From an optimization exercise on the open Yosys and OpenROAD flow, aimed at small area, a short achievable clock period and few clock cycles per item; shortcuts taken in it are not production practice. Function was not checked in any run shown here: the RTL went through the layout flow alone. Power figures rest on the tool's default switching activity, not on a simulated workload.

## flow/design.v (module list and top-level ports; edited modules follow where they fit)
// module verilog_multiplier: 1123 lines
module verilog_multiplier(clk, rst, ready, op1, op2, res, done);
  // ...
==> flow/run.sh <==
#!/bin/bash
# synth_recipe.tcl (not shown) runs the flow's synth.tcl, then flattens the netlist and writes it again
# the make line also repeats each setting of config.mk as NAME=value (left out here)
make -C /OpenROAD-flow-scripts/flow DESIGN_CONFIG=/design/flow/config.mk WORK_HOME=/design/flow/orfs CLKGATE_MAP_FILE= SYNTH_SCRIPT=/design/flow/synth_recipe.tcl finish
==> flow/config.mk <==
export PLATFORM = sky130hd
export DESIGN_NAME = verilog_multiplier
export DESIGN_NICKNAME = verilog_multiplier
export VERILOG_FILES = /design/flow/design.v
export SDC_FILE = /design/flow/constraint.sdc
export NUM_CORES = 4
export LEC_CHECK = 0
export CAP_MARGIN = 20
export CORE_MARGIN = 2
export CORE_UTILIZATION = 40
export SETUP_SLACK_MARGIN = 2.5
export SLEW_MARGIN = 20
==> flow/constraint.sdc <==
create_clock -name core_clock -period 8.0 [get_ports {clk}]
set_input_delay 1.6000 -clock core_clock [delete_from_list [all_inputs] [get_ports {clk}]]
set_output_delay 1.6000 -clock core_clock [all_outputs]
set_load 0.01 [all_outputs]
==> flow_metrics.py, run 1 <==
metrics = {
    "power": {
        "leakage_uw": 0.01376,
        "power.group.top": "combinational cells",
        "clock_power_uw": 469,
        "p_total_uw": 12320,
        "comb-power_uw": 10800,
    },
    "die": {
        "core_area_mm2": 0.06458,
        "die_w_um": 259.7,
        "start_util_pct": 40.50,
    },
    "drt": {
        "routed-wl-met2_um": 42690,
        "drt_pass1_iterations": 6,
        "antenna_left": 0,
        "first_iter_violations": 1925,
        "wl_um": 92350,
        "met3_length_um": 6834,
        "wl_per_cell_um": 22.73,
    },
    "clocking": {
        "clockBufferDepth": 2,
        "cts_hold_buf": 0,
    },
    "grt": {
        "gr-total-overflow": 0,
        "grt_use_met2_pct": 44.22,
        "grt_util_met1_pct": 37.71,
        "antenna_found_initial": 1,
    },
    "critical_path": {
        "path_cells": "ha_4, fa_2, a211oi_4, o21ai_2, a41oi_2, a21o_1, xnor2_2, ha_2, nand2_2, or3_4, or4_4, or4_4, nand2_8, nor3_2, or3_4, buf_6, buf_12, a211oi_4, buf_2",
        "path_buf_inv": 3,
        "r2r_slack_ns": 2.56,
        "slowest_stage": "or4_4",
        "path_delay_family": "simple AND/OR/NAND/NOR gates",
    },
    "layout": {
        "dominant_cells": "multi-input gates",
        "buffers": 276,
        "final_cell_mix": "463 x inv_1, 449 x fa_1, 378 x nand2_1",
        "seq_area_mm2": 0.002389,
        "multi_input_area_mm2": 0.02214,
    },
    "sta": {
        "worst_slack_ns": 1.305,
        "worst_clock_skew_ns": 0.01743,
        "finalCritPeriodShare_pct": 83.68,
    },
    "status": {
        "status": "complete, no violations",
    },
    "logic_synthesis": {
        "ys_seq_area_share_pct": 9.128,
        "ys_top_cells_by_count": "485 x fa_1, 485 x inv_1, 391 x nand2_1",
        "synthMuxAreaShare_pct": 2.019,
        "synthAdderAreaFrac_pct": 41.29,
        "synthArstFlopShare_pct": 2.703,
    },
    "hold_path": {
        "hold_depth": 2,
        "hp-class": "flip-flop to flip-flop",
        "hold_path.startpoint": "S[0]",
    },
    "placed_design": {
        "dp_cells": 3944,
    },
    "flow_run": {
        "cap_violations": 0,
    },
}
==> inputs of run 2 (changes only) <==
--- a/flow/design.v
+++ b/flow/design.v
@@ -25,16 +25,17 @@
     wire infx = qnan | (~nan1 & ~nan2 & ~zero1 & ~zero2 & (inf1 | inf2));
     wire special = zero1 | zero2 | e1f | e2f;
     wire [8:0] esum = {1'b0, op1[30:24], op1[23] | e1z} + {1'b0, op2[30:24], op2[23] | e2z};
     wire [9:0] e_in = {1'b0, esum} - 10'd127;
     wire fast = special | (~e1z & ~e2z & (esum >= 9'd128));
     wire [23:0] a = {~e1z, op1[22:0]};
     wire [23:0] b = {~e2z, op2[22:0]};
     wire [47:0] tree_s, tree_c;
+    wire rnd;
 wire t_0, t_1, t_2, t_3, t_4, t_5, t_6, t_7, t_8, t_9, t_10, t_11, t_12, t_13, t_14, t_15, t_16, t_17, t_18, t_19, t_20, t_21, t_22, t_23, t_24, t_25, t_26, t_27, t_28, t_29, t_30, t_31, t_32, t_33, t_34, t_35, t_36, t_37, t_38, t_39, t_40, t_41, t_42, t_43, t_44, t_45, t_46, t_47, t_48, t_49, t_50, t_51, t_52, t_53, t_54, t_55, t_56, t_57, t_58, t_59, t_60, t_61, t_62, t_63, t_64, t_65, t_66, t_67, t_68, t_69, t_70, t_71, t_72, t_73, t_74, t_75, t_76, t_77, t_78, t_79, t_80, t_81, t_82, t_83, t_84, t_85, t_86, t_87, t_88, t_89, t_90, t_91, t_92, t_93, t_94, t_95, t_96, t_97, t_98, t_99, t_100, t_101, t_102, t_103, t_104, t_105, t_106, t_107, t_108, t_109, t_110, t_111, t_112, t_113, t_114, t_115, t_116, t_117, t_118, t_119, t_120, t_121, t_122, t_123, t_124, t_125, t_126, t_127, t_128, t_129, t_130, t_131, t_132, t_133, t_134, t_135, t_136, t_137, t_138, t_139, t_140, t_141, t_142, t_143, t_144, t_145, t_146, t_147, t_148, t_149, t_150, t_151, t_152, t_153, t_154, t_155, t_156, t_157, t_158, t_159, t_160, t_161, t_162, t_163, t_164, t_165, t_166, t_167, t_168, t_169, t_170, t_171, t_172, t_173, t_174, t_175, t_176, t_177, t_178, t_179, t_180, t_181, t_182, t_183, t_184, t_185, t_186, t_187, t_188, t_189, t_190, t_191, t_192, t_193, t_194, t_195, t_196, t_197, t_198, t_199, t_200, t_201, t_202, t_203, t_204, t_205, t_206, t_207, t_208, t_209, t_210, t_211, t_212, t_213, t_214, t_215, t_216, t_217, t_218, t_219, t_220, t_221, t_222, t_223, t_224, t_225, t_226, t_227, t_228, t_229, t_230, t_231, t_232, t_233, t_234, t_235, t_236, t_237, t_238, t_239, t_240, t_241, t_242, t_243, t_244, t_245, t_246, t_247, t_248, t_249, t_250, t_251, t_252, t_253, t_254, t_255, t_256, t_257, t_258, t_259, t_260, t_261, t_262, t_263, t_264, t_265, t_266, t_267, t_268, t_269, t_270, t_271, t_272, t_273, t_274, t_275, t_276, t_277, t_278, t_279, t_280, t_281, t_282, t_283, t_284, t_285, t_286, t_287, t_288, t_289, t_290, t_291, t_292, t_293, t_294, t_295, t_296, t_297, t_298, t_299, t_300, t_301, t_302, t_303, t_304, t_305, t_306, t_307, t_308, t_309, t_310, t_311, t_312, t_313, t_314, t_315, t_316, t_317, t_318, t_319, t_320, t_321, t_322, t_323, t_324, t_325, t_326, t_327, t_328, t_329, t_330, t_331, t_332, t_333, t_334, t_335, t_336, t_337, t_338, t_339, t_340, t_341, t_342, t_343, t_344, t_345, t_346, t_347, t_348, t_349, t_350, t_351, t_352, t_353, t_354, t_355, t_356, t_357, t_358, t_359, t_360, t_361, t_362, t_363, t_364, t_365, t_366, t_367, t_368, t_369, t_370, t_371, t_372, t_373, t_374, t_375, t_376, t_377, t_378, t_379, t_380, t_381, t_382, t_383, t_384, t_385, t_386, t_387, t_388, t_389, t_390, t_391, t_392, t_393, t_394, t_395, t_396, t_397, t_398, t_399, t_400, t_401, t_402, t_403, t_404, t_405, t_406, t_407, t_408, t_409, t_410, t_411, t_412, t_413, t_414, t_415, t_416, t_417, t_418, t_419, t_420, t_421, t_422, t_423, t_424, t_425, t_426, t_427, t_428, t_429, t_430, t_431, t_432, t_433, t_434, t_435, t_436, t_437, t_438, t_439, t_440, t_441, t_442, t_443, t_444, t_445, t_446, t_447, t_448, t_449, t_450, t_451, t_452, t_453, t_454, t_455, t_456, t_457, t_458, t_459, t_460, t_461, t_462, t_463, t_464, t_465, t_466, t_467, t_468, t_469, t_470, t_471, t_472, t_473, t_474, t_475, t_476, t_477, t_478, t_479, t_480, t_481, t_482, t_483, t_484, t_485, t_486, t_487, t_488, t_489, t_490, t_491, t_492, t_493, t_494, t_495, t_496, t_497, t_498, t_499, t_500, t_501, t_502, t_503, t_504, t_505, t_506, t_507, t_508, t_509, t_510, t_511, t_512, t_513, t_514, t_515, t_516, t_517, t_518, t_519, t_520, t_521, t_522, t_523, t_524, t_525, t_526, t_527, t_528, t_529, t_530, t_531, t_532, t_533, t_534, t_535, t_536, t_537, t_538, t_539, t_540, t_541, t_542, t_543, t_544, t_545, t_546, t_547, t_548, t_549, t_550, t_551, t_552, t_553, t_554, t_555, t_556, t_557, t_558, t_559, t_560, t_561, t_562, t_563, t_564, t_565, t_566, t_567, t_568, t_569, t_570, t_571, t_572, t_573, t_574, t_575, t_576, t_577, t_578, t_579, t_580, t_581, t_582, t_583, t_584, t_585, t_586, t_587, t_588, t_589, t_590, t_591, t_592, t_593, t_594, t_595, t_596, t_597, t_598, t_599, t_600, t_601, t_602, t_603, t_604, t_605, t_606, t_607, t_608, t_609, t_610, t_611, t_612, t_613, t_614, t_615, t_616, t_617, t_618, t_619, t_620, t_621, t_622, t_623, t_624, t_625, t_626, t_627, t_628, t_629, t_630, t_631, t_632, t_633, t_634, t_635, t_636, t_637, t_638, t_639, t_640, t_641, t_642, t_643, t_644, t_645, t_646, t_647, t_648, t_649, t_650, t_651, t_652, t_653, t_654, t_655, t_656, t_657, t_658, t_659, t_660, t_661, t_662, t_663, t_664, t_665, t_666, t_667, t_668, t_669, t_670, t_671, t_672, t_673, t_674, t_675, t_676, t_677, t_678, t_679, t_680, t_681, t_682, t_683, t_684, t_685, t_686, t_687, t_688, t_689, t_690, t_691, t_692, t_693, t_694, t_695, t_696, t_697, t_698, t_699, t_700, t_701, t_702, t_703, t_704, t_705, t_706, t_707, t_708, t_709, t_710, t_711, t_712, t_713, t_714, t_715, t_716, t_717, t_718, t_719, t_720, t_721, t_722, t_723, t_724, t_725, t_726, t_727, t_728, t_729, t_730, t_731, t_732, t_733, t_734, t_735, t_736, t_737, t_738, t_739, t_740, t_741, t_742, t_743, t_744, t_745, t_746, t_747, t_748, t_749, t_750, t_751, t_752, t_753, t_754, t_755, t_756, t_757, t_758, t_759, t_760, t_761, t_762, t_763, t_764, t_765, t_766, t_767, t_768, t_769, t_770, t_771, t_772, t_773, t_774, t_775, t_776, t_777, t_778, t_779, t_780, t_781, t_782, t_783, t_784, t_785, t_786, t_787, t_788, t_789, t_790, t_791, t_792, t_793, t_794, t_795, t_796, t_797, t_798, t_799, t_800, t_801, t_802, t_803, t_804, t_805, t_806, t_807, t_808, t_809, t_810, t_811, t_812, t_813, t_814, t_815, t_816, t_817, t_818, t_819, t_820, t_821, t_822, t_823, t_824, t_825, t_826, t_827, t_828, t_829, t_830, t_831, t_832, t_833, t_834, t_835, t_836, t_837, t_838, t_839, t_840, t_841, t_842, t_843, t_844, t_845, t_846, t_847, t_848, t_849, t_850, t_851, t_852, t_853, t_854, t_855, t_856, t_857, t_858, t_859, t_860, t_861, t_862, t_863, t_864, t_865, t_866, t_867, t_868, t_869, t_870, t_871, t_872, t_873, t_874, t_875, t_876, t_877, t_878, t_879, t_880, t_881, t_882, t_883, t_884, t_885, t_886, t_887, t_888, t_889, t_890, t_891, t_892, t_893, t_894, t_895, t_896, t_897, t_898, t_899, t_900, t_901, t_902, t_903, t_904, t_905, t_906, t_907, t_908, t_909, t_910, t_911, t_912, t_913, t_914, t_915, t_916, t_917, t_918, t_919, t_920, t_921, t_922, t_923, t_924, t_925, t_926, t_927, t_928, t_929, t_930, t_931, t_932, t_933, t_934, t_935, t_936, t_937, t_938, t_939, t_940, t_941, t_942, t_943, t_944, t_945, t_946, t_947, t_948, t_949, t_950, t_951, t_952, t_953, t_954, t_955, t_956, t_957, t_958, t_959, t_960, t_961, t_962, t_963, t_964, t_965, t_966, t_967, t_968, t_969, t_970, t_971, t_972, t_973, t_974, t_975, t_976, t_977, t_978, t_979, t_980, t_981, t_982, t_983, t_984, t_985, t_986, t_987, t_988, t_989, t_990, t_991, t_992, t_993, t_994, t_995, t_996, t_997, t_998, t_999, t_1000, t_1001, t_1002, t_1003, t_1004, t_1005, t_1006, t_1007, t_1008, t_1009, t_1010, t_1011;
 assign t_0 = (a[19] & b[0]) ^ (a[18] & b[1]);
 assign t_1 = (a[19] & b[0]) & (a[18] & b[1]);
 assign t_2 = (a[20] & b[0]) ^ (a[19] & b[1]) ^ (a[18] & b[2]);
 assign t_3 = ((a[20] & b[0]) & (a[19] & b[1])) | ((a[20] & b[0]) & (a[18] & b[2])) | ((a[19] & b[1]) & (a[18] & b[2]));
 assign t_4 = (a[17] & b[3]) ^ (a[16] & b[4]);
 assign t_5 = (a[17] & b[3]) & (a[16] & b[4]);
 assign t_6 = (a[21] & b[0]) ^ (a[20] & b[1]) ^ (a[19] & b[2]);
@@ -1040,19 +1041,181 @@
 assign t_1006 = t_838 ^ t_919 ^ t_920;
 assign t_1007 = (t_838 & t_919) | (t_838 & t_920) | (t_919 & t_920);
 assign t_1008 = t_839 ^ t_922 ^ t_921;
 assign t_1009 = (t_839 & t_922) | (t_839 & t_921) | (t_922 & t_921);
 assign t_1010 = (a[23] & b[22]) ^ (a[22] & b[23]) ^ t_923;
 assign t_1011 = ((a[23] & b[22]) & (a[22] & b[23])) | ((a[23] & b[22]) & t_923) | ((a[22] & b[23]) & t_923);
 assign tree_s = {1'b0, t_1011, t_1009, t_1007, t_1005, t_1003, t_1001, t_999, t_997, t_995, t_993, t_991, t_989, t_987, t_985, t_983, t_981, t_979, t_977, t_975, t_973, t_971, t_969, t_967, t_965, t_963, t_961, t_959, t_957, t_955, t_953, t_951, t_949, t_947, t_945, t_943, t_941, t_939, t_937, t_935, t_933, t_931, t_929, t_927, t_925, t_924, (a[1] & b[0]), (a[0] & b[0])};
 assign tree_c = {1'b0, (a[23] & b[23]), t_1010, t_1008, t_1006, t_1004, t_1002, t_1000, t_998, t_996, t_994, t_992, t_990, t_988, t_986, t_984, t_982, t_980, t_978, t_976, t_974, t_972, t_970, t_968, t_966, t_964, t_962, t_960, t_958, t_956, t_954, t_952, t_950, t_948, t_946, t_944, t_942, t_940, t_938, t_936, t_934, t_932, t_930, t_928, t_926, (a[0] & b[2]), (a[0] & b[1]), 1'b0};
-    wire rnd = (st == IDLE) & ~nornd;
-    wire [47:0] q0 = S + C + {25'd0, rnd, 22'd0};
-    wire [47:0] q1 = S + C + {24'd0, 1'b1, 23'd0};
+wire [22:0] lo = S[21:0] + C[21:0];
+wire c22 = lo[22];
+wire [47:22] ha = S[47:22] ^ C[47:22];
+wire [47:22] hb = S[47:22] & C[47:22];
+wire ut24 = ha[24] ^ hb[23];
+wire ug24 = ha[24] & hb[23];
+wire ut25 = ha[25] ^ hb[24];
+wire ug25 = ha[25] & hb[24];
+wire ut26 = ha[26] ^ hb[25];
+wire ug26 = ha[26] & hb[25];
+wire ut27 = ha[27] ^ hb[26];
+wire ug27 = ha[27] & hb[26];
+wire ut28 = ha[28] ^ hb[27];
+wire ug28 = ha[28] & hb[27];
+wire ut29 = ha[29] ^ hb[28];
+wire ug29 = ha[29] & hb[28];
+wire ut30 = ha[30] ^ hb[29];
+wire ug30 = ha[30] & hb[29];
+wire ut31 = ha[31] ^ hb[30];
+wire ug31 = ha[31] & hb[30];
+wire ut32 = ha[32] ^ hb[31];
+wire ug32 = ha[32] & hb[31];
+wire ut33 = ha[33] ^ hb[32];
+wire ug33 = ha[33] & hb[32];
+wire ut34 = ha[34] ^ hb[33];
+wire ug34 = ha[34] & hb[33];
+wire ut35 = ha[35] ^ hb[34];
+wire ug35 = ha[35] & hb[34];
+wire ut36 = ha[36] ^ hb[35];
+wire ug36 = ha[36] & hb[35];
+wire ut37 = ha[37] ^ hb[36];
+wire ug37 = ha[37] & hb[36];
+wire ut38 = ha[38] ^ hb[37];
+wire ug38 = ha[38] & hb[37];
+wire ut39 = ha[39] ^ hb[38];
+wire ug39 = ha[39] & hb[38];
+wire ut40 = ha[40] ^ hb[39];
+wire ug40 = ha[40] & hb[39];
+wire ut41 = ha[41] ^ hb[40];
+wire ug41 = ha[41] & hb[40];
+wire ut42 = ha[42] ^ hb[41];
+wire ug42 = ha[42] & hb[41];
+wire ut43 = ha[43] ^ hb[42];
+wire ug43 = ha[43] & hb[42];
+wire ut44 = ha[44] ^ hb[43];
+wire ug44 = ha[44] & hb[43];
+wire ut45 = ha[45] ^ hb[44];
+wire ug45 = ha[45] & hb[44];
+wire ut46 = ha[46] ^ hb[45];
+wire ug46 = ha[46] & hb[45];
+wire ut47 = ha[47] ^ hb[46];
+wire ug47 = ha[47] & hb[46];
+wire sk_g0_1 = ug25 | (ut25 & ug24);
+wire sk_p0_1 = ut25 & ut24;
+wire sk_g0_3 = ug27 | (ut27 & ug26);
+wire sk_p0_3 = ut27 & ut26;
+wire sk_g0_5 = ug29 | (ut29 & ug28);
+wire sk_p0_5 = ut29 & ut28;
+wire sk_g0_7 = ug31 | (ut31 & ug30);
+wire sk_p0_7 = ut31 & ut30;
+wire sk_g0_9 = ug33 | (ut33 & ug32);
+wire sk_p0_9 = ut33 & ut32;
+wire sk_g0_11 = ug35 | (ut35 & ug34);
+wire sk_p0_11 = ut35 & ut34;
+wire sk_g0_13 = ug37 | (ut37 & ug36);
+wire sk_p0_13 = ut37 & ut36;
+wire sk_g0_15 = ug39 | (ut39 & ug38);
+wire sk_p0_15 = ut39 & ut38;
+wire sk_g0_17 = ug41 | (ut41 & ug40);
+wire sk_p0_17 = ut41 & ut40;
+wire sk_g0_19 = ug43 | (ut43 & ug42);
+wire sk_p0_19 = ut43 & ut42;
+wire sk_g0_21 = ug45 | (ut45 & ug44);
+wire sk_p0_21 = ut45 & ut44;
+wire sk_g0_23 = ug47 | (ut47 & ug46);
+wire sk_p0_23 = ut47 & ut46;
+wire sk_g1_2 = ug26 | (ut26 & sk_g0_1);
+wire sk_p1_2 = ut26 & sk_p0_1;
+wire sk_g1_3 = sk_g0_3 | (sk_p0_3 & sk_g0_1);
+wire sk_p1_3 = sk_p0_3 & sk_p0_1;
+wire sk_g1_6 = ug30 | (ut30 & sk_g0_5);
+wire sk_p1_6 = ut30 & sk_p0_5;
+wire sk_g1_7 = sk_g0_7 | (sk_p0_7 & sk_g0_5);
+wire sk_p1_7 = sk_p0_7 & sk_p0_5;
+wire sk_g1_10 = ug34 | (ut34 & sk_g0_9);
+wire sk_p1_10 = ut34 & sk_p0_9;
+wire sk_g1_11 = sk_g0_11 | (sk_p0_11 & sk_g0_9);
+wire sk_p1_11 = sk_p0_11 & sk_p0_9;
+wire sk_g1_14 = ug38 | (ut38 & sk_g0_13);
+wire sk_p1_14 = ut38 & sk_p0_13;
+wire sk_g1_15 = sk_g0_15 | (sk_p0_15 & sk_g0_13);
+wire sk_p1_15 = sk_p0_15 & sk_p0_13;
+wire sk_g1_18 = ug42 | (ut42 & sk_g0_17);
+wire sk_p1_18 = ut42 & sk_p0_17;
+wire sk_g1_19 = sk_g0_19 | (sk_p0_19 & sk_g0_17);
+wire sk_p1_19 = sk_p0_19 & sk_p0_17;
+wire sk_g1_22 = ug46 | (ut46 & sk_g0_21);
+wire sk_p1_22 = ut46 & sk_p0_21;
+wire sk_g1_23 = sk_g0_23 | (sk_p0_23 & sk_g0_21);
+wire sk_p1_23 = sk_p0_23 & sk_p0_21;
+wire sk_g2_4 = ug28 | (ut28 & sk_g1_3);
+wire sk_p2_4 = ut28 & sk_p1_3;
+wire sk_g2_5 = sk_g0_5 | (sk_p0_5 & sk_g1_3);
+wire sk_p2_5 = sk_p0_5 & sk_p1_3;
+wire sk_g2_6 = sk_g1_6 | (sk_p1_6 & sk_g1_3);
+wire sk_p2_6 = sk_p1_6 & sk_p1_3;
+wire sk_g2_7 = sk_g1_7 | (sk_p1_7 & sk_g1_3);
+wire sk_p2_7 = sk_p1_7 & sk_p1_3;
+wire sk_g2_12 = ug36 | (ut36 & sk_g1_11);
+wire sk_p2_12 = ut36 & sk_p1_11;
+wire sk_g2_13 = sk_g0_13 | (sk_p0_13 & sk_g1_11);
+wire sk_p2_13 = sk_p0_13 & sk_p1_11;
+wire sk_g2_14 = sk_g1_14 | (sk_p1_14 & sk_g1_11);
+wire sk_p2_14 = sk_p1_14 & sk_p1_11;
+wire sk_g2_15 = sk_g1_15 | (sk_p1_15 & sk_g1_11);
+wire sk_p2_15 = sk_p1_15 & sk_p1_11;
+wire sk_g2_20 = ug44 | (ut44 & sk_g1_19);
+wire sk_p2_20 = ut44 & sk_p1_19;
+wire sk_g2_21 = sk_g0_21 | (sk_p0_21 & sk_g1_19);
+wire sk_p2_21 = sk_p0_21 & sk_p1_19;
+wire sk_g2_22 = sk_g1_22 | (sk_p1_22 & sk_g1_19);
+wire sk_p2_22 = sk_p1_22 & sk_p1_19;
+wire sk_g2_23 = sk_g1_23 | (sk_p1_23 & sk_g1_19);
+wire sk_p2_23 = sk_p1_23 & sk_p1_19;
+wire sk_g3_8 = ug32 | (ut32 & sk_g2_7);
+wire sk_p3_8 = ut32 & sk_p2_7;
+wire sk_g3_9 = sk_g0_9 | (sk_p0_9 & sk_g2_7);
+wire sk_p3_9 = sk_p0_9 & sk_p2_7;
+wire sk_g3_10 = sk_g1_10 | (sk_p1_10 & sk_g2_7);
+wire sk_p3_10 = sk_p1_10 & sk_p2_7;
+wire sk_g3_11 = sk_g1_11 | (sk_p1_11 & sk_g2_7);
+wire sk_p3_11 = sk_p1_11 & sk_p2_7;
+wire sk_g3_12 = sk_g2_12 | (sk_p2_12 & sk_g2_7);
+wire sk_p3_12 = sk_p2_12 & sk_p2_7;
+wire sk_g3_13 = sk_g2_13 | (sk_p2_13 & sk_g2_7);
+wire sk_p3_13 = sk_p2_13 & sk_p2_7;
+wire sk_g3_14 = sk_g2_14 | (sk_p2_14 & sk_g2_7);
+wire sk_p3_14 = sk_p2_14 & sk_p2_7;
+wire sk_g3_15 = sk_g2_15 | (sk_p2_15 & sk_g2_7);
+wire sk_p3_15 = sk_p2_15 & sk_p2_7;
+wire sk_g4_16 = ug40 | (ut40 & sk_g3_15);
+wire sk_p4_16 = ut40 & sk_p3_15;
+wire sk_g4_17 = sk_g0_17 | (sk_p0_17 & sk_g3_15);
+wire sk_p4_17 = sk_p0_17 & sk_p3_15;
+wire sk_g4_18 = sk_g1_18 | (sk_p1_18 & sk_g3_15);
+wire sk_p4_18 = sk_p1_18 & sk_p3_15;
+wire sk_g4_19 = sk_g1_19 | (sk_p1_19 & sk_g3_15);
+wire sk_p4_19 = sk_p1_19 & sk_p3_15;
+wire sk_g4_20 = sk_g2_20 | (sk_p2_20 & sk_g3_15);
+wire sk_p4_20 = sk_p2_20 & sk_p3_15;
+wire sk_g4_21 = sk_g2_21 | (sk_p2_21 & sk_g3_15);
+wire sk_p4_21 = sk_p2_21 & sk_p3_15;
+wire sk_g4_22 = sk_g2_22 | (sk_p2_22 & sk_g3_15);
+wire sk_p4_22 = sk_p2_22 & sk_p3_15;
+wire sk_g4_23 = sk_g2_23 | (sk_p2_23 & sk_g3_15);
+wire sk_p4_23 = sk_p2_23 & sk_p3_15;
+wire [1:0] l0a = {1'b0, c22} + {1'b0, ha[22]} + {1'b0, rnd};
+wire [2:0] l0v = {1'b0, l0a} + {ha[23] & hb[22], ha[23] ^ hb[22], 1'b0};
+wire k0 = l0v[2];
+wire [1:0] l1a = {1'b0, c22} + {1'b0, S[22]} + {1'b0, C[22]};
+wire [2:0] l1v = {1'b0, l1a} + {ha[23], ~ha[23], 1'b0};
+wire k1 = l1v[2];
+wire [47:0] q0 = {(ut47 ^ (sk_g4_22 | (sk_p4_22 & k0))), (ut46 ^ (sk_g4_21 | (sk_p4_21 & k0))), (ut45 ^ (sk_g4_20 | (sk_p4_20 & k0))), (ut44 ^ (sk_g4_19 | (sk_p4_19 & k0))), (ut43 ^ (sk_g4_18 | (sk_p4_18 & k0))), (ut42 ^ (sk_g4_17 | (sk_p4_17 & k0))), (ut41 ^ (sk_g4_16 | (sk_p4_16 & k0))), (ut40 ^ (sk_g3_15 | (sk_p3_15 & k0))), (ut39 ^ (sk_g3_14 | (sk_p3_14 & k0))), (ut38 ^ (sk_g3_13 | (sk_p3_13 & k0))), (ut37 ^ (sk_g3_12 | (sk_p3_12 & k0))), (ut36 ^ (sk_g3_11 | (sk_p3_11 & k0))), (ut35 ^ (sk_g3_10 | (sk_p3_10 & k0))), (ut34 ^ (sk_g3_9 | (sk_p3_9 & k0))), (ut33 ^ (sk_g3_8 | (sk_p3_8 & k0))), (ut32 ^ (sk_g2_7 | (sk_p2_7 & k0))), (ut31 ^ (sk_g2_6 | (sk_p2_6 & k0))), (ut30 ^ (sk_g2_5 | (sk_p2_5 & k0))), (ut29 ^ (sk_g2_4 | (sk_p2_4 & k0))), (ut28 ^ (sk_g1_3 | (sk_p1_3 & k0))), (ut27 ^ (sk_g1_2 | (sk_p1_2 & k0))), (ut26 ^ (sk_g0_1 | (sk_p0_1 & k0))), (ut25 ^ (ug24 | (ut24 & k0))), (ut24 ^ k0), l0v[1:0], lo[21:0]};
+wire [47:24] q1 = {(ut47 ^ (sk_g4_22 | (sk_p4_22 & k1))), (ut46 ^ (sk_g4_21 | (sk_p4_21 & k1))), (ut45 ^ (sk_g4_20 | (sk_p4_20 & k1))), (ut44 ^ (sk_g4_19 | (sk_p4_19 & k1))), (ut43 ^ (sk_g4_18 | (sk_p4_18 & k1))), (ut42 ^ (sk_g4_17 | (sk_p4_17 & k1))), (ut41 ^ (sk_g4_16 | (sk_p4_16 & k1))), (ut40 ^ (sk_g3_15 | (sk_p3_15 & k1))), (ut39 ^ (sk_g3_14 | (sk_p3_14 & k1))), (ut38 ^ (sk_g3_13 | (sk_p3_13 & k1))), (ut37 ^ (sk_g3_12 | (sk_p3_12 & k1))), (ut36 ^ (sk_g3_11 | (sk_p3_11 & k1))), (ut35 ^ (sk_g3_10 | (sk_p3_10 & k1))), (ut34 ^ (sk_g3_9 | (sk_p3_9 & k1))), (ut33 ^ (sk_g3_8 | (sk_p3_8 & k1))), (ut32 ^ (sk_g2_7 | (sk_p2_7 & k1))), (ut31 ^ (sk_g2_6 | (sk_p2_6 & k1))), (ut30 ^ (sk_g2_5 | (sk_p2_5 & k1))), (ut29 ^ (sk_g2_4 | (sk_p2_4 & k1))), (ut28 ^ (sk_g1_3 | (sk_p1_3 & k1))), (ut27 ^ (sk_g1_2 | (sk_p1_2 & k1))), (ut26 ^ (sk_g0_1 | (sk_p0_1 & k1))), (ut25 ^ (ug24 | (ut24 & k1))), (ut24 ^ k1)};
+    assign rnd = (st == IDLE) & ~nornd;
     wire [47:0] p = q0;
     wire top = p[47];
     wire p46 = p[46];
     wire hi = q0[47];
     wire [22:0] field = hi ? q1[46:24] : q0[45:23];
     wire [9:0] e1 = E + 10'd1;
     wire [7:0] ex = hi ? e1[7:0] : E[7:0];
     wire ovf = hi ? e1[8] : E[8];
==> flow/config.mk (replaced) <==
export PLATFORM = sky130hd
export DESIGN_NAME = verilog_multiplier
export DESIGN_NICKNAME = verilog_multiplier
export VERILOG_FILES = /design/flow/design.v
export SDC_FILE = /design/flow/constraint.sdc
export NUM_CORES = 4
export LEC_CHECK = 0
export CAP_MARGIN = 20
export CORE_MARGIN = 2
export CORE_UTILIZATION = 40
export SETUP_SLACK_MARGIN = 1.5
export SLEW_MARGIN = 20
==> run 2 against run 1 <==
Net effect:
- sequential power barely moved
- still clean on timing, DRC and antenna
- area after synthesis down 5.2%
- routed wire length decreased by 11%
- sequential share of layout area increased by 0.85 points
==> flow_metrics.py, run 2 <==
metrics = {
    "die": {
        "fp.dieH_um": 252.9,
        "die_w_um": 252.9,
        "placementRows": 91,
        "start_util_pct": 40.31,
        "core_area_mm2": 0.06148,
        "io_pins": 100,
        "fp.dieArea_mm2": 0.06397,
    },
    "logic_synthesis": {
        "synth_warnings": 1,
        "syn_inst": 2848,
        "syn_avg_cell_area_um2": 8.703,
        "synth_nets": 3511,
        "post-synth-top-count-cell": "fa_1",
        "synth_ff_type": "dfxtp_1",
        "synthArstFlopShare_pct": 2.703,
        "synth_edf_count": 15,
        "yosys-top-cells-area": "fa_1 39%, and2_1 9.2%, dfxtp_1 7.5%",
        "ys_top_cells_by_count": "489 x fa_1, 484 x inv_1, 365 x and2_1",
        "ys_seq_elements": 111,
        "netlist.area_leader.share_pct": 39.50,
        "synth_cell_types": 79,
        "synth_top_area_cell": "fa_1",
        "ys_seq_area_share_pct": 9.631,
        "synth_area_mm2": 0.02479,
    },
    "power": {
        "switching_share_pct": 54.66,
        "peakVddDrop_uv": 247.6,
        "p_per_area_mw_per_mm2": 397.2,
        "power_switching_uw": 6012,
        "seqPwrFrac_pct": 10.0,
        "clkPwrFrac_pct": 4.3,
        "leakage_uw": 0.01277,
        "p_total_uw": 11000,
        "pwr-share-comb_pct": 85.6,
        "power.internal_uw": 4988,
    },
    "sta": {
        "setup_viol": 0,
        "hold_viol_final": 0,
        "finalCritPeriodShare_pct": 80.96,
        "worstMarginPinSlew_ns": 1.116,
        "period_needed_ns": 6.477,
        "drv_slew": 0,
        "worst_clock_skew_ns": 0.01204,
        "fmax_ghz": 0.1544,
        "rsz0062_at_grt": "true",
        "slew-limit-headroom_pct": 25.34,
        "hold-worst-slack_ns": 0.5778,
        "fin_setup_tns_ns": 0,
    },
    "layout": {
        "largest_reg_flops": 48,
        "final_cell_mix": "487 x fa_1, 483 x inv_1, 365 x and2_1",
        "area_growth_pct": 11.72,
        "seq_area_mm2": 0.002391,
        "nets": 3547,
        "final_common_cell": "fa_1",
        "top_register": "S",
        "drive_above_1_share_pct": 7.373,
        "stdcell_area_mm2": 0.02769,
        "multi_input_area_mm2": 0.02033,
        "top_regs": "S x48, C x46, E x10",
        "fillers": 5947,
        "n_antenna_cell": 0,
        "instances_no_fill": 3679,
    },
    "clocking": {
        "cts_tree": "done",
        "cts_max_level": 3,
        "clockBufferDepth": 2,
        "cts_hold_buf": 0,
        "clkSinkCount": 111,
        "clk_pin_slew_ns": 0.08,
        "clock_latency_ns": 0.37,
        "cts_root_buf": "clkbuf_16",
        "cts_made_buffers": 9,
    },
    "placed_design": {
        "place_hpwl_um": 63400,
        "numPortBuffers": 99,
        "dp_cells": 3641,
        "dpl-instance-area_mm2": 0.02668,
        "gp_congestion": 0.9209,
    },
    "grt": {
        "grt.total_usage_pct": 26.09,
        "grt_start_max_net_pins": 57,
        "antenna_found_initial": 3,
        "first_global_vias": 21440,
        "grt_pass1_wl_um": 127300,
        "gr-total-overflow": 0,
    },
    "critical_path": {
        "path_delay_family": "compound AO/OA/AOI/OAI gates",
        "slowest_stage": "fa_2",
        "path_buf_inv": 3,
        "path_cells": "ha_4, a21o_1, a31o_4, o31ai_4, a2111oi_4, nor2_2, fa_2, inv_1, fa_2, a21oi_4, nor2_4, o311ai_4, buf_4, nand2_2, a311oi_4, o21bai_1, xor2_1, a21oi_1, o31ai_4, clkbuf_2",
        "slowest_delay_ns": 0.41,
        "end_kind": "primary output",
        "start_kind": "flip-flop",
        "r2r_slack_ns": 2.71,
        "critPathArrivalTime_ns": 4.88,
        "worstSetupPathType": "flip-flop to primary output",
        "cp.required_ns": 6.40,
        "path_max_fanout": 6,
    },
    "status": {
        "status": "complete, no violations",
    },
    "drt": {
        "drc": 0,
        "wl_um": 82550,
        "routed_via_density": 5.631,
        "drt_pass1_iterations": 5,
        "wl_per_cell_um": 22.44,
        "antenna_left": 0,
        "vias": 20720,
        "first_iter_violations": 1591,
    },
    "hold_path": {
        "hp-class": "flip-flop to flip-flop",
    },
    "flow_run": {
        "cap_violations": 0,
    },
}
[run 2: metal layers]
metal / up-vias / share of wire, % / GRT usage [%]
li1: 9066 / - / -
met1: 10560 / 43 / 36.69
met2: 931 / 46 / 41.90
met3: 156 / 8.0 / 3.639
met4: 4 / 3.0 / 7.642
met5: - / 0.027 / 0
[run 2: final timing paths]
kind | startpoint | end | cells after the start
max reg2reg | S[5] | S[44] | 19
min in group asynchronous | rst | done | 2
max | S[5] | res[22] | 20
min | st[0] | st[0] | 1
max in group asynchronous | rst | st[1] | 2
min reg2reg | st[0] | st[0] | 1
[run 2: layout make-up]
class / count / share of cell area, %
timing repair buffer: 205 / 6.696
sequential: 111 / 8.635
clock buffer: 10 / 0.8269
clock inverter: 6 / 0.2711
multi-input combinational: 2072 / 73.43
inverter: 485 / 6.574
tap: 790 / 3.569
[run 2: power by group through the flow]
| stage | Clock, µW | Sequential [µW] | Combinational (µW) |
|---|---|---|---|
| after floorplan | 0 | 988 | 5870 |
| after global placement | 0 | 1080 | 8710 |
| after detailed placement | 0 | 1090 | 8830 |
| after CTS | 485 | 1080 | 9070 |
| after global routing | 501 | 1130 | 10300 |
| final | 478 | 1100 | 9420 |
[run 2: through the flow]
stage	utilization [%]	worst slack, ns
after floorplan	-	1.789
final	45.04	1.523
after detailed placement	43.39	0.5477
after global routing	45.04	1.351
after global placement	43.39	0.6377
after CTS	44.53	1.484
[run 2: worst reg2reg max path, cell delays in order, from the launching register on]
cell,delay (ns)
dfxtp_2,0.33
ha_4,0.23
a21o_1,0.19
a31o_4,0.23
o31ai_4,0.24
a2111oi_4,0.13
nor2_2,0.17
fa_2,0.22
inv_1,0.05
fa_2,0.41
a21oi_4,0.18
nor2_4,0.07
o311ai_4,0.28
a21oi_4,0.11
buf_4,0.17
a311oi_1,0.63
a32o_2,0.95
a221oi_2,0.18
o21ai_0,0.26
o21ai_1,0.12
[run 2: cells by family after synthesis]
family                   after synthesis  share of synthesized area [%]
multiplexers                          13                         0.5351
buffers and inverters                665                          10.35
adder cells (fa/ha/maj)              596                          44.90
XOR/XNOR                              72                          2.544
AO/OA/AOI/OAI                        399                          11.39
AND/OR/NAND/NOR                      992                          20.65
flip-flops                           111                          9.632
[run 2: repair_timing]
item / CTS / global route
pin swaps: 15 / 19
endpoints found under the setup margin: 32 / 38
gates cloned: 1 / 2
resized for setup: 99 / 53
endpoints found under the hold margin: 0 / 0
buffers inserted: 9 / 10
==> inputs of run 3 (changes only) <==
==> flow/flow/run.sh (new file) <==
#!/bin/bash
# Own flow: the standard layout, except that synthesis runs Yosys's fine
# stage without its early "abc -fast", so that extract_fa finds the design's
# full adders as written (no inverter between adders). The standard synthesis
# runs first; its register names are given to the own netlist's registers,
# and the standard netlist is used as it is if the registers do not match.
set -uo pipefail
W=$(pwd)
R=$W/orfs/results/$FLOW_PLATFORM/verilog_multiplier/base
bash standard.sh synth > log_standard_synth.txt 2>&1 || exit 1
cp "$R/1_2_yosys.v" "$W/ref_1_2_yosys.v"
sed '1s/.*/proc synth {args} { if {[lsearch -glob $args "fine:*"] >= 0} { yosys synth -nofsm -noshare -noabc {*}$args } else { yosys synth -nofsm -noshare {*}$args } }/' synth_recipe.tcl > own_synth.tcl
sed "s|SYNTH_SCRIPT=[^ ]*|SYNTH_SCRIPT=$W/own_synth.tcl|" standard.sh > own_standard.sh
if bash own_standard.sh do-yosys > log_own_synth.txt 2>&1 \
   && python3 flow/rename.py "$W/ref_1_2_yosys.v" "$R/1_2_yosys.v" "$W/own_1_2_yosys.v" > log_rename.txt 2>&1; then
  cp "$W/own_1_2_yosys.v" "$R/1_2_yosys.v"
  echo "own synthesis used" >> log_rename.txt
else
  cp "$W/ref_1_2_yosys.v" "$R/1_2_yosys.v"
  echo "standard synthesis used" >> log_rename.txt
fi
rm -f "$R/1_synth.odb" "$R/1_synth.sdc"
bash standard.sh > log_standard_finish.txt 2>&1
==> flow/flow/rename.py (new file) <==
#!/usr/bin/env python3
# rename.py REF OWN OUT: give OWN's flip-flops the instance names that the
# standard synthesis (REF) gave the same registers. Registers are matched by
# their name without Yosys's "$_<cell>_" suffix. Exits 1 if the registers
# (count, names or cell types, drive strength aside) do not correspond.
import re, sys

pat = re.compile(r'^(\s*)(sky130_fd_sc_hd__(\w+?)_(\d+))\s+(\\\S+|\w+)\s*\(', re.M)

def flops(text):
    out = {}
    for m in pat.finditer(text):
        typ = m.group(3)
        if not (typ.startswith("df") or typ.startswith("edf") or typ.startswith("sdf") or typ.startswith("dl")):
            continue
        name = m.group(5)
        key = re.sub(r'\$_[A-Z0-9_]+_$', '', name.rstrip())
        if key in out:
            sys.exit("duplicate key %s" % key)
        out[key] = (typ, name)
    return out

ref = open(sys.argv[1]).read()
own = open(sys.argv[2]).read()
fr, fo = flops(ref), flops(own)
if set(fr) != set(fo):
    sys.exit("register sets differ: %s" % sorted(set(fr) ^ set(fo))[:10])
for k in fr:
    if fr[k][0] != fo[k][0]:
        sys.exit("cell type differs for %s: %s %s" % (k, fr[k][0], fo[k][0]))
ren = {fo[k][1]: fr[k][1] for k in fr if fo[k][1] != fr[k][1]}
def sub(m):
    name = m.group(5)
    if name in ren:
        return "%s%s %s (" % (m.group(1), m.group(2), ren[name] if ren[name].startswith("\\") is False else ren[name] + " ")
    return m.group(0)
new = pat.sub(sub, own)
# no instance name may clash after renaming
names = [m.group(5).rstrip() for m in pat.finditer(new)]
if len(names) != len(set(names)):
    sys.exit("name clash after renaming")
open(sys.argv[3], "w").write(new)
print("renamed %d of %d registers" % (len(ren), len(fr)))
==> flow/standard.sh (new file) <==
#!/bin/bash
# synth_recipe.tcl (not shown) runs the flow's synth.tcl, then flattens the netlist and writes it again
# the make line also repeats each setting of config.mk as NAME=value (left out here)
make -C /OpenROAD-flow-scripts/flow DESIGN_CONFIG=/design/flow/config.mk WORK_HOME=/design/flow/orfs CLKGATE_MAP_FILE= SYNTH_SCRIPT=/design/flow/synth_recipe.tcl "${@:-finish}"
removed: flow/run.sh
==> run 3 against run 2 <==
Net effect:
- critical path depth shrank 8
- final area shrank 5.0%
- critical endpoint is now S[32]
- sequential power is essentially flat
- clock-buffer cell count grew 2
- highest routed layer unchanged
- first-iteration DRC count shrank 12%
- non-clock buffer count shrank 15
- setup slack gained 0.14 ns
- cell count shrank 13%
- fmax grew 2.1%
==> flow_metrics.py, run 3 <==
metrics = {
    "status": {
        "status": "complete, no violations",
    },
    "sta": {
        "fmax_ghz": 0.1577,
        "fin_setup_tns_ns": 0,
        "setup_viol": 0,
        "hold_viol_final": 0,
        "worst_clock_skew_ns": 0.01488,
        "drv_slew": 0,
        "period_needed_ns": 6.342,
        "slew-limit-headroom_pct": 23.32,
        "rsz0062_at_grt": "true",
        "finalCritPeriodShare_pct": 79.27,
        "worstMarginPinSlew_ns": 1.148,
        "hold-worst-slack_ns": 0.5850,
    },
    "critical_path": {
        "cp.required_ns": 8.27,
        "path_delay_family": "adder cells",
        "slowest_delay_ns": 0.77,
        "slowest_stage": "clkdlybuf4s50_1",
        "end_kind": "flip-flop",
        "worstSetupPathType": "primary input to flip-flop",
        "path_max_fanout": 12,
        "r2r_start": "S[2]",
        "critPathArrivalTime_ns": 6.61,
        "path_cells": "clkdlybuf4s50_1, and2_1, fa_1, fa_1, fa_1, fa_1, fa_1, fa_1, fa_1, mux2i_1, a21oi_1, a22o_1",
        "start_kind": "primary input",
        "cp_common_cell": "fa_1",
        "crit_start": "op2[5]",
        "path_buf_inv": 1,
    },
    "power": {
        "leakage_uw": 0.01135,
        "peakVddDrop_uv": 211.6,
        "p_per_area_mw_per_mm2": 408.7,
    },
    "grt": {
        "grt.total_usage_pct": 25.87,
        "grt_start_max_net_pins": 66,
        "grt_pass1_wl_um": 119500,
        "gr-total-overflow": 0,
        "first_global_vias": 20000,
        "antenna_found_initial": 4,
    },
    "clocking": {
        "clkSinkCount": 111,
        "clockBufferDepth": 2,
        "cts_max_level": 3,
        "cts_made_buffers": 9,
        "cts_root_buf": "clkbuf_16",
        "clk_pin_slew_ns": 0.08,
        "cts_tree": "done",
        "clock_latency_ns": 0.38,
    },
    "layout": {
        "final_util_pct": 44.75,
        "top_regs": "S x48, C x46, E x10",
        "nets": 3082,
        "final_common_cell": "and2_1",
        "largest_reg_flops": 48,
        "fillers": 5621,
        "instances_no_fill": 3199,
        "stdcell_area_mm2": 0.02631,
        "top_register": "S",
        "drive_above_1_share_pct": 8.258,
        "area_growth_pct": 11.21,
        "final_cell_mix": "620 x and2_1, 487 x fa_1, 132 x nand2_1",
    },
    "hold_path": {
        "hp-class": "flip-flop to flip-flop",
        "hold_path.startpoint": "st[0]",
    },
    "drt": {
        "drt_pass1_iterations": 6,
        "antenna_left": 0,
        "first_iter_violations": 1396,
        "vias": 18370,
        "wl_per_cell_um": 24.10,
        "wl_um": 77110,
        "drc": 0,
        "routed_via_density": 5.743,
    },
    "die": {
        "core_area_mm2": 0.05880,
        "fp.dieH_um": 247.2,
        "fp.dieArea_mm2": 0.06111,
        "placementRows": 89,
        "io_pins": 100,
        "start_util_pct": 40.24,
        "die_w_um": 247.2,
    },
    "logic_synthesis": {
        "synth_area_mm2": 0.02366,
        "synthArstFlopShare_pct": 2.703,
        "syn_inst": 2384,
        "synth_warnings": 1,
        "yosys-top-cells-area": "fa_1 41%, and2_1 16%, dfxtp_1 7.9%",
        "synth_nets": 3049,
        "synth_cell_types": 90,
        "synth_edf_count": 15,
        "synth_top_area_cell": "fa_1",
        "ys_seq_area_share_pct": 10.09,
        "ys_top_cells_by_count": "620 x and2_1, 489 x fa_1, 136 x clkbuf_1",
        "post-synth-top-count-cell": "and2_1",
        "netlist.area_leader.share_pct": 41.38,
        "synth_ff_type": "dfxtp_1",
        "syn_avg_cell_area_um2": 9.924,
        "ys_seq_elements": 111,
    },
    "placed_design": {
        "place_hpwl_um": 57840,
        "dp_cells": 3157,
        "numPortBuffers": 99,
        "gp_congestion": 0.9166,
        "dpl-instance-area_mm2": 0.02546,
    },
    "flow_run": {
        "cap_violations": 0,
    },
}
-- run 3: path summary, 6_finish.rpt --
kind	slack (ns)	depth (start not counted)	to
worst min-delay path	0.58	1	st[0]
worst min register to register	0.58	1	st[0]
min in group asynchronous	1.39	2	done
worst max register to register	2.65	18	S[39]
worst max-delay path	1.66	12	S[32]
max in group asynchronous	6.48	2	st[0]
-- run 3: metrics by stage --
| stage | worst slack [ns] | total power, µW |
|---|---|---|
| after floorplan | 1.763 | 6997 |
| after global placement | 0.8625 | 9613 |
| after detailed placement | 0.8190 | 9735 |
| after CTS | 1.440 | 10430 |
| after global routing | 1.467 | 11760 |
| final | 1.658 | 10750 |
-- run 3: repair_timing --
action / CTS / global route
hold buffers: 0 / 0
gates resized for setup: 77 / 66
cloned: 2 / 2
buffers inserted: 12 / 6
endpoints found under the setup margin: 36 / 41
pin swaps: 11 / 19
-- run 3: logic make-up (layout without fill, tap and decap cells) --
kind of cell / Yosys count / count (layout) / synth area share, %
compound gates: 361 / 361 / 10.49
flops: 111 / 111 / 10.09
fa+ha+maj: 598 / 598 / 47.14
simple gates: 993 / 993 / 23.68
xor+xnor: 87 / 87 / 3.364
buf+inv: 191 / 229 / 3.363
other cells: 0 / 4 / 0
mux: 43 / 43 / 1.867
-- run 3: area by class of cell --
| type | count | area (µm²) | share of cell area, % |
|---|---|---|---|
| Antenna cell | 4 | 10.01 | 0.03804 |
| Clock buffer | 12 | 289.0 | 1.098 |
| Clock inverter | 4 | 55.05 | 0.2092 |
| Inverter | 23 | 86.33 | 0.3281 |
| Multi-Input combinational cell | 2082 | 20750 | 78.87 |
| Sequential cell | 111 | 2395 | 9.102 |
| Tap cell | 773 | 967.2 | 3.676 |
| Timing Repair Buffer | 190 | 1757 | 6.676 |
-- run 3: worst reg2reg max path: stages, from the launching register on --
cell      delay (ns)
dfxtp_4         0.35
ha_4            0.24
a211oi_2        0.20
o21bai_1        0.14
o211ai_1        0.31
o21ai_2         0.13
a41o_1          0.21
fa_2            0.35
fa_2            0.38
nand2_2         0.08
nor3_2          0.06
o21a_1          0.23
nor3b_4         0.24
a21o_4          0.21
buf_4           0.15
a211o_1         0.82
nand2_1         0.58
o221ai_1        0.43
o21ai_1         0.09
-- run 3: layer usage --
layer  part of all wire (%)  wire (µm)  GRT usage, %  up-vias
met3                    7.3       5653         4.135      167
met1                     44      33740         35.68     9497
met5                  0.012          9             0        -
li1                       -          -             -     7953
met2                     46      35230         41.69      752
met4                    3.2       2471         8.154        2
-- run 3: power breakdown --
part	internal (µW)	leakage [µW]	switching, µW
logic	3920	0.0102	5230
registers	920	0.000969	157
clock network	292	0.000166	232
total	5130	0.0113	5620

==> separate check: timing with driven ports <==
No port has a modelled driver above. Below, the same layouts with a new extraction and two added sets of constraints. Step 1: set_driving_cell puts a clkbuf_16 on clk and a buf_2 on each other input, an assumption about the parent block. Step 2 times the ports against the registers' clock, not the clock port: input delays grow and output delays shrink by t, the midpoint of the rising clock arrivals with the driver on. a / b / c = no drivers / after step 1 / after step 2; a / b = the first two.
run | t (ns) | slack for setup (ns) | slew at the worst register clock pin (ns)
run 1 | 0.417 | 1.305 / 1.257 / 1.675 | 0.08 / 0.08
run 2 | 0.418 | 1.523 / 1.474 / 1.211 | 0.08 / 0.08
run 3 | 0.425 | 1.658 / 1.634 / 1.263 | 0.09 / 0.09
After both steps setup and hold are still met in every run listed. For run 3, which loses most, drivers alone change the setup slack by -0.024 ns; drivers and shift together by -0.395 ns.
